This design comes from an exercise in tuning for small area, a short achievable clock period and few clock cycles per item on the open sky130 flow, not from production work.

==> inputs of 07-20 <==
==> flow/design.v (excerpt) <==
module md5(
  input enable,
  input reset_n,
  input clk,
  input [63:0] initial_msg,
  input [0:127] passwd_hash,
  output test_done,
  output cracked
);
localparam [31:0] IVA = 32'h67452301;
localparam [31:0] IVB = 32'hefcdab89;
localparam [31:0] IVC = 32'h98badcfe;
localparam [31:0] IVD = 32'h10325476;
function [31:0] add_bk(input [31:0] x, input [31:0] y);
  reg [31:0] gg, pp, G, P;
  integer k, l;
  begin
    gg = x & y; pp = x ^ y; G = gg; P = pp;
    for (l = 1; l < 32; l = l * 2)
      for (k = 2*l - 1; k < 32; k = k + 2*l) begin
        G[k] = G[k] | (P[k] & G[k-l]);
        P[k] = P[k] & P[k-l];
      end
    for (l = 8; l >= 1; l = l / 2)
      for (k = 3*l - 1; k < 32; k = k + 2*l) begin
        G[k] = G[k] | (P[k] & G[k-l]);
        P[k] = P[k] & P[k-l];
      end
    add_bk = pp ^ {G[30:0], 1'b0};
  end
endfunction
function [31:0] add_ks(input [31:0] x, input [31:0] y);
  reg [31:0] gg, pp, G, P;
  integer k, l;
  begin
    gg = x & y; pp = x ^ y; G = gg; P = pp;
    for (l = 1; l < 32; l = l * 2)
      for (k = 31; k >= l; k = k - 1) begin
        G[k] = G[k] | (P[k] & G[k-l]);
        P[k] = P[k] & P[k-l];
      end
    add_ks = pp ^ {G[30:0], 1'b0};
  end
endfunction
reg run;           
reg done;          
reg hit;           
reg [6:0] j;       
reg [3:0] fs;      
reg [1:0] qs;      
reg [1:0] ds;      
reg [31:0] b, c, d, p;
wire start = reset_n & ~run & ~done & enable;
wire [31:0] m0 = {initial_msg[39:32], initial_msg[47:40], initial_msg[55:48], initial_msg[63:56]};
wire [31:0] m1 = {initial_msg[7:0], initial_msg[15:8], initial_msg[23:16], initial_msg[31:24]};
reg [31:0] kw;
always @(*) begin
  case (j[5:0])
    6'd0: kw = 32'h2e7d7303;
    6'd1: kw = 32'he8c7b756;
    6'd2: kw = 32'h2420715b;
    6'd3: kw = 32'hc1bdceee;
    6'd4: kw = 32'hf57c0faf;
    6'd5: kw = 32'h4787c62a;
    6'd6: kw = 32'ha8304613;
    6'd7: kw = 32'hfd469501;
    6'd8: kw = 32'h698098d8;
    6'd9: kw = 32'h8b44f7af;
    6'd10: kw = 32'hffff5bb1;
    6'd11: kw = 32'h895cd7be;
  ...
clock: 8.0 ns
lec_check: 0
abc_area: 1
cap_margin: 20
core_margin: 2
core_utilization: 40
place_density: 0.6
setup_slack_margin: 3
slew_margin: 20
standard.sh (not shown) runs the stock make flow with config.mk's settings and CLKGATE_MAP_FILE= SYNTH_SCRIPT=/design/flow/synth_recipe.tcl, a recipe that flattens the netlist after the stock synthesis.
==> flow/flow/run.sh <==
#!/bin/bash
# The standard layout, with the port buffers made from the smallest buffer cell.
set -euo pipefail
bash standard.sh "BUFFER_PORTS_ARGS=-buffer_cell sky130_fd_sc_hd__buf_1" finish > standard.log 2>&1
==> 03-09: changes against 07-20 <==
==> flow/run.sh (new file) <==
#!/bin/bash
# synth_recipe.tcl (not shown) runs the flow's synth.tcl, then flattens the netlist and writes it again
# the make line also repeats each setting of config.mk as NAME=value (left out here)
make -C /OpenROAD-flow-scripts/flow DESIGN_CONFIG=/design/flow/config.mk WORK_HOME=/design/flow/orfs CLKGATE_MAP_FILE= SYNTH_SCRIPT=/design/flow/synth_recipe.tcl finish
Settings changed: CORE_UTILIZATION 40 to 65, PLACE_DENSITY 0.6 to 0.75.
removed: flow/flow/run.sh
removed: flow/standard.sh
==> reports/results.ini <==
[global_route]
grt_max_degree = 72
use_met3_pct = 57.54
overflow = 118

[die]
num_rows = 62
initial_core_util_pct = 65.65
die_x_um = 173.6

[run_status]
stop_error = [ERROR GRT-0116] Global routing finished with congestion. Check the congestion regions in the DRC Viewer.
stop_stage = global routing (5_1_grt)
status = did not finish

[placed_design]
placed_cell_area_mm2 = 0.02091
pre_cts_ws_ps = 1350
dp_cells = 3362

[clocking]
cts_resized = 321

Source of the figures above: 03-09

==> reports/results.ini <==
[run_status]
status = no timing/DRC/antenna violations

[placed_design]
dp_cells = 3602

[global_route]
grt_max_degree = 78
use_met3_pct = 6.818

[die]
num_rows = 79
initial_core_util_pct = 40.31
die_x_um = 220.2

[clocking]
cts_resized = 387

Source of the figures above: 07-20

No run of this note included a check of the RTL's function; only the layout flow was run.

==> port drivers added, routing unchanged <==
The flow's constraints put no driver on any port. The routed layout listed below was extracted and timed again, unchanged, in two steps.
Step 1 sets driving cells, clkbuf_16 on the clock port and buf_2 on the other inputs (assumed; they add their load-dependent delay and slew).
Step 2 times the ports against the registers' clock, not the clock port: input delays grow and output delays shrink by t, the midpoint of the rising clock arrivals with the driver on.
a / b / c = ideal / step 1 / step 2; a / b = the first two.
run: 07-20
shift t [ns]: 0.526
setup WS [ns]: 2.786 / 2.786 / 2.786
worst hold slack (ns): 0.459 / 0.459 / 0.459
latest minus earliest clock arrival (ns): 0.014 / 0.015
worst data-port slew with drivers (ns): 0.07
After both steps setup and hold are still met in 07-20. For 07-20, drivers alone change the setup slack by 0.000 ns; drivers and shift together by 0.000 ns.
